Background: an optimization exercise with open tools, aiming at small area. Do not read the settings as production practice. Function not checked in this run: the RTL went through the layout flow alone. The clock cells of this run come from the design's own scripts or RTL, not from TritonCTS. No driver is modelled on the clock port, so clock power and skew are understated where the tree is cut down; a real chip needs a root buffer or a tree. No activity file was given, so power comes from the tool's default toggle rates.

File: flow/design.v
module ROM (
    input  [4:0] address,
    output [3:0] data
);
    localparam [127:0] TABLE = 128'h65321100011235679acdeefffeedca98;
    assign data = TABLE >> {address, 2'b00};
endmodule
module LEDROM (
    input  [4:0] address,
    output [3:0] code
);
    localparam [127:0] TABLE = 128'h22100088800012234456667776665443;
    assign code = TABLE >> {address, 2'b00};
endmodule
module CLK_DIV #(
    parameter N     = 11,
    parameter TAPS  = 11'h401,
    parameter START = 11'h0,
    parameter DMASK = 11'h7ff,
    parameter DVAL  = 11'h0
) (
    input  clk,
    input  rst,
    output term
);
    localparam [N-1:0] P = {N{2'b10}};
    reg [N-1:0] s;
    assign term = (s & DMASK) == ((DVAL ^ P) & DMASK);
    wire fb = ~^(s & TAPS) ^ (^(P & TAPS));
    always @(posedge clk)
        if (rst | term) s <= START ^ P;
        else            s <= {~s[N-2:0], fb};
endmodule
module CLK_DIV2 (
    input  clk,
    input  rst,
    output reg [4:0] q
);
    always @(posedge clk)
        if (rst) q <= 5'h0;
        else     q <= q + 5'h1;
endmodule
module MAIN(
    input c,
    input d,
    input e,
    input clk,
    input rst,
    output [3:0] data,
    output [7:0] ledsx,
    output [7:0] ledsy
);
    wire [4:0] t32;
    wire       end37, end665, end15625, end1493;
    CLK_DIV2 m32(.clk(clk), .rst(rst), .q(t32));
    CLK_DIV #(.N(6),  .TAPS(6'h21),     .START(6'h3E),     .DMASK(6'h07),     .DVAL(6'h07))
        m37   (.clk(clk), .rst(rst), .term(end37));
    CLK_DIV #(.N(10), .TAPS(10'h204),   .START(10'h338),   .DMASK(10'h137),   .DVAL(10'h136))
        m665  (.clk(clk), .rst(rst), .term(end665));
    CLK_DIV #(.N(14), .TAPS(14'h2205),  .START(14'h07CD),  .DMASK(14'h0FFF),  .DVAL(14'h03E7))
        m15625(.clk(clk), .rst(rst), .term(end15625));
    CLK_DIV #(.N(11), .TAPS(11'h401),   .START(11'h0AA),   .DMASK(11'h0FF),   .DVAL(11'h0FF))
        m1493 (.clk(clk), .rst(rst), .term(end1493));
    wire t31 = &t32;
    reg fc, fd, fe, s;
    always @(posedge clk)
        if (rst) begin
            fc <= 1'b0; fd <= 1'b0; fe <= 1'b0; s <= 1'b0;
        end else begin
            fc <= fc ^ end1493;
            fd <= fd ^ (t32[0] & end665);
            fe <= fe ^ (t31 & end37);
            s  <= s  ^ (t31 & end15625);
        end
    wire t  = c ? fc : d ? fd : e ? fe : 1'b0;
    wire t2 = (c | d | e) & s;
    reg tq, t2q;
    always @(posedge clk)
        if (rst) begin
            tq <= 1'b0; t2q <= 1'b0;
        end else begin
            tq <= t; t2q <= t2;
        end
    wire rise  = t & ~tq;
    wire rise2 = t2 & ~t2q;
    reg [3:0] address_lo;
    reg       na4;
    reg [4:0] address2;
    wire [4:0] address = {~na4, address_lo};
    wire [4:0] address_inc = address + 5'h1;
    always @(posedge clk)
        if (rst) begin
            address_lo <= 4'h0; na4 <= 1'b1; address2 <= 5'h0;
        end else begin
            if (rise)  {na4, address_lo} <= {~address_inc[4], address_inc[3:0]};
            if (rise2) address2 <= address2 + 5'h1;
        end
    ROM vrom(.address(address), .data(data));
    wire [3:0] code;
    LEDROM vrom2(.address(address2), .code(code));
    reg nz, posi;
    reg [2:0] k;
    wire z = ~nz;
    always @(posedge clk)
        if (rst) begin
            nz <= 1'b0; posi <= 1'b0; k <= 3'b000;
        end else if (rise) begin
            if (code[3]) begin
                if (posi) nz <= 1'b0;
            end else begin
                nz <= 1'b1;
                k <= code[2:0];
                if (&code[2:0]) posi <= ~posi;
            end
        end
    wire       m = posi ^ (&k);
    wire [2:0] j = k ^ {3{m}};
    genvar i;
    generate
        for (i = 0; i < 8; i = i + 1) begin : g
            assign ledsx[7-i] = ~z & (k >= i);
            assign ledsy[i]   = ~z & (j != i);
        end
    endgenerate
endmodule
File: flow/flow/run.sh
#!/bin/bash
# Standard synthesis, then an area-oriented remap of the combinational
# logic (registers untouched, proven equivalent), then the standard layout
# with small port buffers and a hand-built clock buffer level.
set -euo pipefail
HERE=$(pwd)
LIB=$FLOW_HOME/platforms/$FLOW_PLATFORM/lib/sky130_fd_sc_hd__tt_025C_1v80.lib
RES=$HERE/orfs/results/$FLOW_PLATFORM/MAIN/base

bash standard.sh synth > make_synth.log 2>&1
cp $RES/1_2_yosys.v $HERE/std_synth.v

DU=$(sed 's/^/-dont_use /' flow/dont_use.txt | tr '\n' ' ')
remap() {
  s=$1
  cat > reopt_$s.ys <<EOS
read_liberty -ignore_miss_func $LIB
setattr -mod -set keep_hierarchy 1 sky130_fd_sc_hd__dfxtp_1 sky130_fd_sc_hd__edfxtp_1
read_verilog $HERE/std_synth.v
hierarchy -top $FLOW_TOP
flatten
opt -purge
abc -liberty $LIB $DU -script $HERE/flow/reopt_$s.abc
opt_clean -purge
setundef -zero
hilomap -singleton -hicell sky130_fd_sc_hd__conb_1 HI -locell sky130_fd_sc_hd__conb_1 LO
insbuf -buf sky130_fd_sc_hd__buf_1 A X
splitnets
opt_clean -purge
tee -o $HERE/reopt_${s}_stat.txt stat -liberty $LIB
select $FLOW_TOP
write_verilog -noattr -nohex -nodec -selected $HERE/reopt_$s.v
EOS
  yosys -l reopt_${s}_yosys.log -s reopt_$s.ys > /dev/null 2>&1 || return 0
  cat > equiv_$s.ys <<EOS
read_liberty -ignore_miss_func $LIB
read_verilog $HERE/std_synth.v
rename $FLOW_TOP gold
read_verilog $HERE/reopt_$s.v
rename $FLOW_TOP gate
flatten
opt_clean -purge
rename -hide w:_*
rename -hide w:\\\\_*
async2sync
equiv_make gold gate eq
hierarchy -top eq
equiv_simple -seq 2
equiv_induct -seq 2
equiv_status -assert
EOS
  if yosys -l equiv_${s}_yosys.log -s equiv_$s.ys > /dev/null 2>&1; then
    echo "$(grep "Chip area for module '.$FLOW_TOP'" reopt_${s}_stat.txt | awk '{print $NF}') $s" > proven_$s.txt
  fi
}
# four seeds of the deep remap side by side, and one quick remap
for s in s0 s2 s3 s5 b; do remap $s & done
wait
best=$HERE/std_synth.v
pick=$(cat proven_*.txt 2>/dev/null | sort -g | head -1 | awk '{print $2}' || true)
cat proven_*.txt > reopt_choice.log 2>/dev/null || true
if [[ -n "$pick" ]]; then best=$HERE/reopt_$pick.v; fi
echo "using $best" >> reopt_choice.log
cp $best $RES/1_2_yosys.v
rm -f $RES/1_synth.odb $RES/1_synth.sdc

export BUFFER_PORTS_ARGS="-buffer_cell sky130_fd_sc_hd__buf_1"
export PRE_CTS_TCL=$HERE/flow/manual_cts.tcl
export MANUAL_CTS_BUF=sky130_fd_sc_hd__clkbuf_16
export MANUAL_CTS_N=2
bash standard.sh > make_layout.log 2>&1
File: flow/flow/dont_use.txt
sky130_fd_sc_hd__lpflow_bleeder_1
sky130_fd_sc_hd__lpflow_clkbufkapwr_1
sky130_fd_sc_hd__lpflow_clkbufkapwr_16
sky130_fd_sc_hd__lpflow_clkbufkapwr_2
sky130_fd_sc_hd__lpflow_clkbufkapwr_4
sky130_fd_sc_hd__lpflow_clkbufkapwr_8
sky130_fd_sc_hd__lpflow_clkinvkapwr_1
sky130_fd_sc_hd__lpflow_clkinvkapwr_16
sky130_fd_sc_hd__lpflow_clkinvkapwr_2
sky130_fd_sc_hd__lpflow_clkinvkapwr_4
sky130_fd_sc_hd__lpflow_clkinvkapwr_8
sky130_fd_sc_hd__lpflow_decapkapwr_12
sky130_fd_sc_hd__lpflow_decapkapwr_3
sky130_fd_sc_hd__lpflow_decapkapwr_4
sky130_fd_sc_hd__lpflow_decapkapwr_6
sky130_fd_sc_hd__lpflow_decapkapwr_8
sky130_fd_sc_hd__lpflow_inputiso0n_1
sky130_fd_sc_hd__lpflow_inputiso0p_1
sky130_fd_sc_hd__lpflow_inputiso1n_1
sky130_fd_sc_hd__lpflow_inputiso1p_1
sky130_fd_sc_hd__lpflow_inputisolatch_1
sky130_fd_sc_hd__lpflow_isobufsrc_1
sky130_fd_sc_hd__lpflow_isobufsrc_16
sky130_fd_sc_hd__lpflow_isobufsrc_2
sky130_fd_sc_hd__lpflow_isobufsrc_4
sky130_fd_sc_hd__lpflow_isobufsrc_8
sky130_fd_sc_hd__lpflow_isobufsrckapwr_16
sky130_fd_sc_hd__lpflow_lsbuf_lh_hl_isowell_tap_1
sky130_fd_sc_hd__lpflow_lsbuf_lh_hl_isowell_tap_2
sky130_fd_sc_hd__lpflow_lsbuf_lh_hl_isowell_tap_4
sky130_fd_sc_hd__lpflow_lsbuf_lh_isowell_4
sky130_fd_sc_hd__lpflow_lsbuf_lh_isowell_tap_1
sky130_fd_sc_hd__lpflow_lsbuf_lh_isowell_tap_2
sky130_fd_sc_hd__lpflow_lsbuf_lh_isowell_tap_4
sky130_fd_sc_hd__probe_p_8
sky130_fd_sc_hd__probec_p_8
File: flow/flow/manual_cts.tcl
# Clock buffering in place of TritonCTS: the register clock pins are split
# into MANUAL_CTS_N groups of equal size by position (balanced k-means); one clock buffer, placed at
# the centre of its group, drives each group straight from the clock port.
set block [ord::get_db_block]
set db [ord::get_db]
set master [$db findMaster $::env(MANUAL_CTS_BUF)]
set k $::env(MANUAL_CTS_N)
set clk_net [$block findNet clk]
set sinks [$clk_net getITerms]
set pts {}
foreach it $sinks {
  set b [[$it getInst] getBBox]
  lappend pts [list [expr {([$b xMin] + [$b xMax]) / 2}] [expr {([$b yMin] + [$b yMax]) / 2}]]
}
set n [llength $pts]
# initial centres: spread along the sinks sorted by x
set order [lsort -integer -index 0 [lmap p $pts {set p}]]
set cs {}
for {set i 0} {$i < $k} {incr i} {
  lappend cs [lindex $order [expr {int(($i + 0.5) * $n / $k)}]]
}
set cap [expr {($n + $k - 1) / $k}]
for {set iter 0} {$iter < 50} {incr iter} {
  # balanced assignment: sink-centre pairs in order of distance, each
  # centre taking at most cap sinks
  set pairs {}
  set pi 0
  foreach p $pts {
    for {set i 0} {$i < $k} {incr i} {
      set c [lindex $cs $i]
      lappend pairs [list [expr {abs([lindex $p 0] - [lindex $c 0]) + abs([lindex $p 1] - [lindex $c 1])}] $pi $i]
    }
    incr pi
  }
  set asg [lrepeat $n -1]
  set cnt [lrepeat $k 0]
  foreach pr [lsort -integer -index 0 $pairs] {
    lassign $pr d pi i
    if {[lindex $asg $pi] >= 0 || [lindex $cnt $i] >= $cap} continue
    lset asg $pi $i
    lset cnt $i [expr {[lindex $cnt $i] + 1}]
  }
  set ncs {}
  for {set i 0} {$i < $k} {incr i} {
    set sx 0; set sy 0; set m 0
    foreach p $pts a $asg {
      if {$a == $i} { set sx [expr {$sx + [lindex $p 0]}]; set sy [expr {$sy + [lindex $p 1]}]; incr m }
    }
    if {$m > 0} { lappend ncs [list [expr {$sx / $m}] [expr {$sy / $m}]] } else { lappend ncs [lindex $cs $i] }
  }
  set cs $ncs
}
for {set i 0} {$i < $k} {incr i} {
  set buf [odb::dbInst_create $block $master clkbuf_leaf_$i]
  set bnet [odb::dbNet_create $block clknet_leaf_$i]
  $bnet setSigType CLOCK
  set m 0
  foreach it $sinks a $asg {
    if {$a == $i} { $it disconnect; $it connect $bnet; incr m }
  }
  [$buf findITerm A] connect $clk_net
  [$buf findITerm X] connect $bnet
  set c [lindex $cs $i]
  $buf setLocation [lindex $c 0] [lindex $c 1]
  $buf setPlacementStatus PLACED
  puts "manual clock buffer $i: $m sinks at $c"
}
global_connect
rename ::clock_tree_synthesis ::clock_tree_synthesis_unused
proc ::clock_tree_synthesis {args} { puts "clock_tree_synthesis skipped: clock buffered by hand" }
File: flow/flow/reopt_b.abc
strash
dc2
dch -f
map -a
strash
dch -f
map -a
topo
File: flow/flow/reopt_s0.abc
strash
&get -n
&deepsyn -T 60 -S 0
&put
dch -f
amap
topo
File: flow/flow/reopt_s2.abc
strash
&get -n
&deepsyn -T 60 -S 2
&put
dch -f
amap
topo
File: flow/flow/reopt_s3.abc
strash
&get -n
&deepsyn -T 60 -S 3
&put
dch -f
amap
topo
File: flow/flow/reopt_s5.abc
strash
&get -n
&deepsyn -T 60 -S 5
&put
dch -f
amap
topo
File: flow/standard.sh
#!/bin/bash
# synth_recipe.tcl (not shown) runs the flow's synth.tcl, then flattens the netlist and writes it again
# the make line also repeats each setting of config.mk as NAME=value (left out here)
make -C /OpenROAD-flow-scripts/flow DESIGN_CONFIG=/design/flow/config.mk WORK_HOME=/design/flow/orfs CLKGATE_MAP_FILE= SYNTH_SCRIPT=/design/flow/synth_recipe.tcl "${@:-finish}"
File: flow/config.mk
export PLATFORM = sky130hd
export DESIGN_NAME = MAIN
export DESIGN_NICKNAME = MAIN
export VERILOG_FILES = /design/flow/design.v
export SDC_FILE = /design/flow/constraint.sdc
export NUM_CORES = 4
export LEC_CHECK = 0
export CAP_MARGIN = 20
export CORE_MARGIN = 2
export CORE_UTILIZATION = 40
export SLEW_MARGIN = 20
File: flow/constraint.sdc
create_clock -name core_clock -period 5.0 [get_ports {clk}]
set_input_delay 1.0000 -clock core_clock [delete_from_list [all_inputs] [get_ports {clk}]]
set_output_delay 1.0000 -clock core_clock [all_outputs]
set_load 0.01 [all_outputs]
==> results.txt <==
Drt drc - 0
Hold WS - 375.1 ps
Net Switching - 0.1560 mW
Post-Syn Nets - 280
Post-Route WL - 3893 µm
Final nets - 307
FMAX - 378.1 MHz
Number of global-route vias before repair - 1631
CP Capture Point - ledsy[7]
Status - finished clean
Reg-to-reg slack, setup - 2820 ps
Die ar. - 6490 µm²
IO Port Bufs - 24
Crit path depth - 6
WL per Instance - 10.47 µm
Worst hold path class - reg -> reg
PwrDens - 309.2 nW/µm²
Crit-path max cell delay - 510 ps
Clk latency of the worst-skew pair - 170 ps
Core area - 5574 µm²
CP max-delay cell - dfxtp_1
Hold-fix buffers at CTS - 0
Global-route wire length before repair - 6934 µm
Count of final setup violators - 0
Grt ovf - 0
Worst slew margin - 0.6173
Placer Congestion - 0.7428
Worst slew pin tran - 568.0 ps
Post-DP HPWL - 2820 µm
Layout cells sized above 1 - 0.01000
CP bufs+invs - 3
Antenna violations before repair - 0
Antenna diode count - 0
Rows - 27
Max Cap Viol - 0
Area delta synth->final - 9.819%
Ys Warns - 6
Most frequent cells in the layout - nor2_1, dfxtp_1, nand2_1
Reg power frac - 0.710
Hold Vio Cnt, Final - 0
Leakage power - 0.8834 nW
Startpoint types - flip-flop
Setup Buffers After CTS - 0
PostCTS Resize Cnt - 0
Worst reg2reg startpoint - address2[0]$_SDFFE_PP0P_
M3 GR Usage - 0.005618
Routed vias/inst - 4.806
Top Usage Layer GRT - met2
Drt first pass iters - 4
Syn Inst Count - 275
Die height - 80.56 µm
CP Launch Point - nz$_SDFFE_PP0P_
Crit path DAT - 1640 ps
Chip Width - 80.56 µm
Comb power frac - 0.036
Mean Syn Cell Area - 8.526 µm²
IO Pins - 25
Clock share of power - 0.254
Internal - 0.6401 mW
Max FO, Critical Path - 9
Largest net degree at the start of global routing - 42
RSZ-0062 raised after global routing - false
Crit-path leading delay family - flip-flops
Setup TNS - 0 ps
Hold depth - 1
Clock Skews - 5.152 ps
Antenna Nets Post-Route - 0
Met2 GRT Util - 0.2233
Critical path required time - 4000 ps
Final worst path period share - 0.5289
Worst Setup End Kind - output pin
Initial Util - 0.4207
Worst-path clk slew - 120 ps
Cell Chain, Critical Path - clkinv_1, nor2_1, clkinv_1, o21ai_0, o21ai_0, buf_1
GRT Total Usage - 0.1252
DRT iter0 DRCs - 71
DR vias - 1788
Max Slew Vio Count - 0
Met1 usage - 0.1752
Reg-to-Reg End - posi$_SDFFE_PP0P_
Synth Cell Area - 2345 µm²
Post-layout min period - 2645 ps
Max VDD drop - 171.9 µV
Kind of critical path - reg -> out
Reg2reg path depth - 8
Sw Share - 0.1960
## power by group through the flow
| stage | Clock (mW) | Combinational (mW) | Sequential (mW) |
|---|---|---|---|
| 5_1_grt | 0.222 | 0.0343 | 0.568 |
| 3_5_place_dp | 0 | 0.0294 | 0.577 |
| 2_1_floorplan | 0 | 0.0188 | 0.575 |
| 6_report | 0.202 | 0.0289 | 0.565 |
| 4_1_cts | 0.154 | 0.0296 | 0.577 |
| 3_3_place_gp | 0 | 0.0290 | 0.577 |
## worst register-to-register path: stages (launching register included)
cell and delay (ps):
dfxtp_1 440, clkinv_1 110, nor2_1 130, nor2_1 50, a221oi_1 400, nand2b_1 120
o21ai_0 480, nor2_1 140, a211oi_1 240
## state kept, by name (all words and copies together), names as in the netlist
register / flops
m15625.s: 14
m1493.s: 11
m665.s: 10
m37.s: 6
address2: 5
m32.q: 5
address_lo: 4
k: 3
fc: 1
fd: 1
fe: 1
na4: 1
nz: 1
posi: 1
s: 1
t2q: 1
tq: 1
## final cells by class
| type | instances | area [µm²] |
|---|---|---|
| Multi-Input combinational cell | 182 | 905.9 |
| Sequential cell | 67 | 1341 |
| Inverter | 24 | 90.09 |
| Fill cell | 565 | 2999 |
| Tap cell | 72 | 90.09 |
| Timing Repair Buffer | 25 | 97.59 |
| Buffer | 2 | 50.05 |
## routing by layer
layer  part of all wire  wire (µm)  vias up
met5                  0          0        -
met4             0.0074         29        0
met1               0.54       2092      769
met3              0.027        105        4
met2               0.43       1665       19
li1                   -          -      996
## worst min-delay path by stage
stage	start	end	slack [ps]
floorplan	m1493.s[8]$_SDFF_PP0_	m1493.s[9]$_SDFF_PP1_	340
global placement	m665.s[3]$_SDFF_PP0_	m665.s[4]$_SDFF_PP1_	350
detailed placement	m665.s[3]$_SDFF_PP0_	m665.s[4]$_SDFF_PP1_	350
CTS	m665.s[3]$_SDFF_PP0_	m665.s[4]$_SDFF_PP1_	350
global route	m665.s[3]$_SDFF_PP0_	m665.s[4]$_SDFF_PP1_	390
finish	m665.s[3]$_SDFF_PP0_	m665.s[4]$_SDFF_PP1_	380
## stage by stage
step / util / instances / power (mW) / worst slack, ps / area [µm²]
after detailed placement: 0.4530 / 370 / 0.6065 / 2363 / 2525
after global placement: 0.4530 / 370 / 0.6059 / 2428 / 2525
after CTS: 0.4620 / 372 / 0.7614 / 2359 / 2575
after global routing: 0.4620 / 372 / 0.8240 / 2172 / 2575
after floorplan: - / 275 / 0.5933 / 2704 / 2345
final: 0.4620 / 372 / 0.7961 / 2355 / 2575

==> port drivers added, routing unchanged <==
The results above use ideal ports. As a check the final layout listed here was re-extracted and re-timed, cells and wires unchanged. Step 1 (the two cells are an assumption about what drives the block):
set clk [get_ports {clk}]
set_driving_cell -lib_cell sky130_fd_sc_hd__clkbuf_16 $clk
set_driving_cell -lib_cell sky130_fd_sc_hd__buf_2 [delete_from_list [all_inputs] $clk]
Step 2 also shifts input and output timing later by t, the mid clock arrival at the registers, as if the neighbouring blocks saw the same clock. Three values: ideal ports, drivers, drivers and shift; two values: the first two.
t, ns: 0.214
setup WS [ns]: 2.355 / 2.312 / 2.386
hold slack, ns: 0.375 / 0.375 / 0.375
slew at the worst register clock pin (ns): 0.12 / 0.12
After both steps setup and hold are still met in this run. The setup slack of this run moves by -0.043 ns with the drivers and by +0.031 ns with both steps.
